Context: an optimization exercise on an open-source flow, tuned for small area. The choices shown serve that exercise and are no tape-out recipe.
In this exercise RTL edits were held to simulation tests only and were not proved equivalent to the original.

==> inputs of exp/umber <==
Design color_run_finder, start of the top module:
module color_run_finder (
    input clk,
    input rst,
    input end_frame_in,
    input end_line_in,
    input new_pixel_in,
    input [15:0] pixel_in,
    output [10:0] run_start,
    output [10:0] run_end,
    output new_run,
    output end_line_out,
    output end_frame_out
  );
  wire match;
  color_match color_match (
      .p(pixel_in),
      .m(match)
    );
  run_finder run_finder (
      .clk(clk),
      .rst(rst),
      .end_frame_in(end_frame_in),
      .end_line_in(end_line_in),
      .new_pixel(new_pixel_in),
      .pixel(match),
      .run_start(run_start),
      .run_end(run_end),
      .new_run(new_run),
      .end_line_out(end_line_out),
      .end_frame_out(end_frame_out)
    );
endmodule
clock: 6.0 ns
lec_check: 0
cap_margin: 20
core_margin: 2
core_utilization: 45
cts_buf_list: sky130_fd_sc_hd__clkbuf_8
place_density: 0.6
slew_margin: 20
standard.sh (not shown) runs the stock make flow with config.mk's settings and CLKGATE_MAP_FILE= SYNTH_SCRIPT=/design/flow/synth_recipe.tcl, a recipe that flattens the netlist after the stock synthesis.
==> flow/flow/run.sh <==
#!/bin/bash
# Own layout flow: the standard synthesis, then the combinational cells of its netlist
# are re-synthesised for area with ABC (the flip-flop instances are kept as they are, with
# their names and cell types): plain &nf mapping, and deepsyn from several random seeds
# (from the netlist as it is, or after dc2/dch), each mapped with &nf; the smallest result is
# kept, and later rounds start deepsyn again from the best netlist so far. Then the standard flow's
# standard layout from floorplan to finish, with the smallest buffer on the ports and CTS
# without a dummy load on the clock tree. Each tool's output goes to a log file in this folder.
set -euo pipefail
W=$(pwd)
FH=${FLOW_HOME:-/OpenROAD-flow-scripts/flow}
R=$W/orfs/results/${FLOW_PLATFORM:-sky130hd}/color_run_finder/base
YOSYS=yosys
if [[ -x $FH/../tools/install/yosys/bin/yosys ]]; then YOSYS=$FH/../tools/install/yosys/bin/yosys; fi
LIB=$FH/platforms/sky130hd/lib/sky130_fd_sc_hd__tt_025C_1v80.lib

bash standard.sh synth > $W/synth.log 2>&1
cp $R/1_2_yosys.v $W/synth_standard.v

DEEP_T=${DEEP_T:-30}
SEEDS=${SEEDS:-16}
ROUNDS=${ROUNDS:-3}
PAR=${PAR:-4}
DU=$(grep -o 'sky130_fd_sc_hd__\(lpflow\|probe\)[a-z0-9_]*' $LIB | sort -u | sed 's/^/-dont_use /' | tr '\n' ' ')
mkdir -p $W/reopt
# reopt IN TAG SCRIPT: re-synthesise the combinational cells of netlist IN with the ABC script
reopt() {
  local in=$1 tag=$2
  printf "$3" > $W/reopt/$tag.abc
  $YOSYS -p "read_liberty -ignore_miss_func $LIB; read_verilog $in; hierarchy -top $FLOW_TOP; \
    blackbox sky130_fd_sc_hd__*df*; flatten; opt_clean; \
    opt -full; abc -liberty $LIB $DU -script $W/reopt/$tag.abc; opt_clean -purge; \
    hilomap -singleton -hicell sky130_fd_sc_hd__conb_1 HI -locell sky130_fd_sc_hd__conb_1 LO; \
    splitnets; opt_clean -purge; tee -o $W/reopt/$tag.txt stat -liberty $LIB; \
    write_verilog -noattr -nohex -nodec $W/reopt/$tag.v" > $W/reopt/$tag.log 2>&1 || true
}
area_of() {
  [[ -f $W/reopt/$1.v && -f $W/reopt/$1.txt ]] || return 0
  grep -o "Chip area for module .*: [0-9.]*" $W/reopt/$1.txt | awk '{print $NF}' || true
}
MAP='&get -n\n&nf -R 1000 -F 10 -A 10\n&put\ntopo\n'
# round 0 starts from the standard synthesis; each later round from the best netlist so far
best=""; besta=""; start=$W/synth_standard.v
for ((round = 0; round < ROUNDS; round++)); do
  s=1
  while (( s <= SEEDS )); do
    for ((k = 0; k < PAR && s <= SEEDS; k++, s++)); do
      seed=$(( (round * SEEDS + s) % 101 ))
      if (( round == 0 && s == 1 )); then
        reopt $start r${round}_$s "strash\n$MAP" &
      elif (( round == 0 && s % 2 == 0 )); then
        reopt $start r${round}_$s "strash\ndc2\ndch\ndc2\n&get -n\n&deepsyn -T $DEEP_T -S $seed\n&put\n$MAP" &
      else
        reopt $start r${round}_$s "strash\n&get -n\n&deepsyn -T $DEEP_T -S $seed\n&put\n$MAP" &
      fi
    done
    wait
  done
  for ((s = 1; s <= SEEDS; s++)); do
    a=$(area_of r${round}_$s)
    [[ -n "$a" ]] || continue
    if [[ -z "$best" ]] || awk "BEGIN{exit !($a < $besta)}"; then best=r${round}_$s; besta=$a; fi
  done
  echo "after round $round: best $best area $besta" >> $W/reopt_choice.txt
  [[ -n "$best" ]] && start=$W/reopt/$best.v
done
if [[ -n "$best" ]]; then cp $W/reopt/$best.v $R/1_2_yosys.v; fi
rm -f $R/1_synth.odb $R/1_synth.sdc
bash standard.sh BUFFER_PORTS_ARGS="-buffer_cell sky130_fd_sc_hd__buf_1" CTS_ARGS="-buf_list sky130_fd_sc_hd__clkbuf_8 -sink_clustering_enable -repair_clock_nets -dont_use_dummy_load" finish > $W/finish.log 2>&1
==> exp/fjord: changes against exp/umber <==
==> flow/flow/run.sh (replaced) <==
#!/bin/bash
# Own layout flow: the standard synthesis, then the combinational cells of its netlist
# are re-synthesised for area with ABC (the flip-flop instances are kept as they are, with
# their names and cell types): plain &nf mapping, and deepsyn from several random seeds
# (from the netlist as it is, or after dc2/dch), each mapped with &nf; the smallest result is
# kept. Then the standard layout from floorplan to finish, with
# the smallest buffer on the ports and CTS without a dummy load on the clock tree. Each tool's output goes to a log file in this folder.
set -euo pipefail
W=$(pwd)
FH=${FLOW_HOME:-/OpenROAD-flow-scripts/flow}
R=$W/orfs/results/${FLOW_PLATFORM:-sky130hd}/color_run_finder/base
YOSYS=yosys
if [[ -x $FH/../tools/install/yosys/bin/yosys ]]; then YOSYS=$FH/../tools/install/yosys/bin/yosys; fi
LIB=$FH/platforms/sky130hd/lib/sky130_fd_sc_hd__tt_025C_1v80.lib

bash standard.sh synth > $W/synth.log 2>&1
cp $R/1_2_yosys.v $W/synth_standard.v

DEEP_T=${DEEP_T:-30}
SEEDS=${SEEDS:-32}
PAR=${PAR:-4}
DU=$(grep -o 'sky130_fd_sc_hd__\(lpflow\|probe\)[a-z0-9_]*' $LIB | sort -u | sed 's/^/-dont_use /' | tr '\n' ' ')
mkdir -p $W/reopt
reopt() {
  local s=$1
  if (( s == 1 )); then
    printf 'strash\n&get -n\n&nf -R 1000 -F 10 -A 10\n&put\ntopo\n' > $W/reopt/r$s.abc
  elif (( s % 2 == 0 )); then
    printf 'strash\ndc2\ndch\ndc2\n&get -n\n&deepsyn -T %s -S %s\n&put\n&get -n\n&nf -R 1000 -F 10 -A 10\n&put\ntopo\n' "$DEEP_T" "$s" > $W/reopt/r$s.abc
  else
    printf 'strash\n&get -n\n&deepsyn -T %s -S %s\n&put\n&get -n\n&nf -R 1000 -F 10 -A 10\n&put\ntopo\n' "$DEEP_T" "$s" > $W/reopt/r$s.abc
  fi
  $YOSYS -p "read_liberty -ignore_miss_func $LIB; read_verilog $W/synth_standard.v; hierarchy -top $FLOW_TOP; \
    blackbox sky130_fd_sc_hd__*df*; flatten; opt_clean; \
    opt -full; abc -liberty $LIB $DU -script $W/reopt/r$s.abc; opt_clean -purge; \
    hilomap -singleton -hicell sky130_fd_sc_hd__conb_1 HI -locell sky130_fd_sc_hd__conb_1 LO; \
    splitnets; opt_clean -purge; tee -o $W/reopt/r$s.txt stat -liberty $LIB; \
    write_verilog -noattr -nohex -nodec $W/reopt/r$s.v" > $W/reopt/r$s.log 2>&1 || true
}
s=1
while (( s <= SEEDS )); do
  for ((k = 0; k < PAR && s <= SEEDS; k++, s++)); do reopt $s & done
  wait
done
best=""; besta=""
for ((s = 1; s <= SEEDS; s++)); do
  [[ -f $W/reopt/r$s.v && -f $W/reopt/r$s.txt ]] || continue
  a=$(grep -o "Chip area for module .*: [0-9.]*" $W/reopt/r$s.txt | awk '{print $NF}' || true)
  [[ -n "$a" ]] || continue
  if [[ -z "$best" ]] || awk "BEGIN{exit !($a < $besta)}"; then best=$s; besta=$a; fi
done
echo "best seed $best area $besta" > $W/reopt_choice.txt
if [[ -n "$best" ]]; then cp $W/reopt/r$best.v $R/1_2_yosys.v; fi
rm -f $R/1_synth.odb $R/1_synth.sdc
bash standard.sh BUFFER_PORTS_ARGS="-buffer_cell sky130_fd_sc_hd__buf_1" CTS_ARGS="-buf_list sky130_fd_sc_hd__clkbuf_8 -sink_clustering_enable -repair_clock_nets -dont_use_dummy_load" finish > $W/finish.log 2>&1
==> metrics.cfg <==
[setup_path]
critical_path.most_common_cell = sky130_fd_sc_hd__nor3_1
critical_path_max_stage_delay_ns = 0.57

[finish]
seq_share_pct = 38.5
clock_area_share_pct = 2.52
multiInputCombCellCount = 123

[power_and_ir_drop]
pg_clk_mw = 0.0918

[hold_path]
holdPathEnd = run_finder.start_q[7]

[status]
run_status = complete, no violations

[sta]
fmax_mhz = 220

the above is filed under exp/umber

==> metrics.cfg <==
[status]
run_status = complete, no violations

[power_and_ir_drop]
pg_clk_mw = 0.0919
cell_internal_pwr_mw = 0.271

[route]
num_vias = 1306

[setup_path]
critical_path_max_stage_delay_ns = 0.48
timing.critical_path.fanout_max = 7
critical_path.most_common_cell = sky130_fd_sc_hd__a21oi_1

[hold_path]
holdPathEnd = run_finder.col_q[10]

[sta]
setup-violations-final = 0
fmax_mhz = 232

[finish]
multiInputCombCellCount = 131
clock_area_share_pct = 2.52
seq_share_pct = 38.4

the above is filed under exp/fjord

## re-timing with driven ports
No port has a modelled driver above. Below, the same layouts with a new extraction and two added sets of constraints. Step 1 assumes that a clkbuf_16 drives the clock port and a buf_2 every other input. Step 2 times the ports against the registers' clock, not the clock port: input delays grow and output delays shrink by t, the midpoint of the rising clock arrivals with the driver on. Slacks: ideal ports / drivers / drivers and shift; pairs: ideal ports / drivers.
run | t (ns) | setup slack, ns | worst setup path after step 2 | latest minus earliest clock arrival (ns) | slew at the worst register clock pin (ns)
exp/umber | 0.279 | 1.456 / 1.451 / 1.172 | input to register | 0.008 / 0.007 | 0.08 / 0.08
exp/fjord | 0.279 | 1.686 / 1.685 / 1.407 | input to register | 0.006 / 0.005 | 0.08 / 0.08
After both steps setup and hold are still met in every run listed. For exp/umber, which loses most, drivers alone change the setup slack by -0.005 ns; drivers and shift together by -0.284 ns.
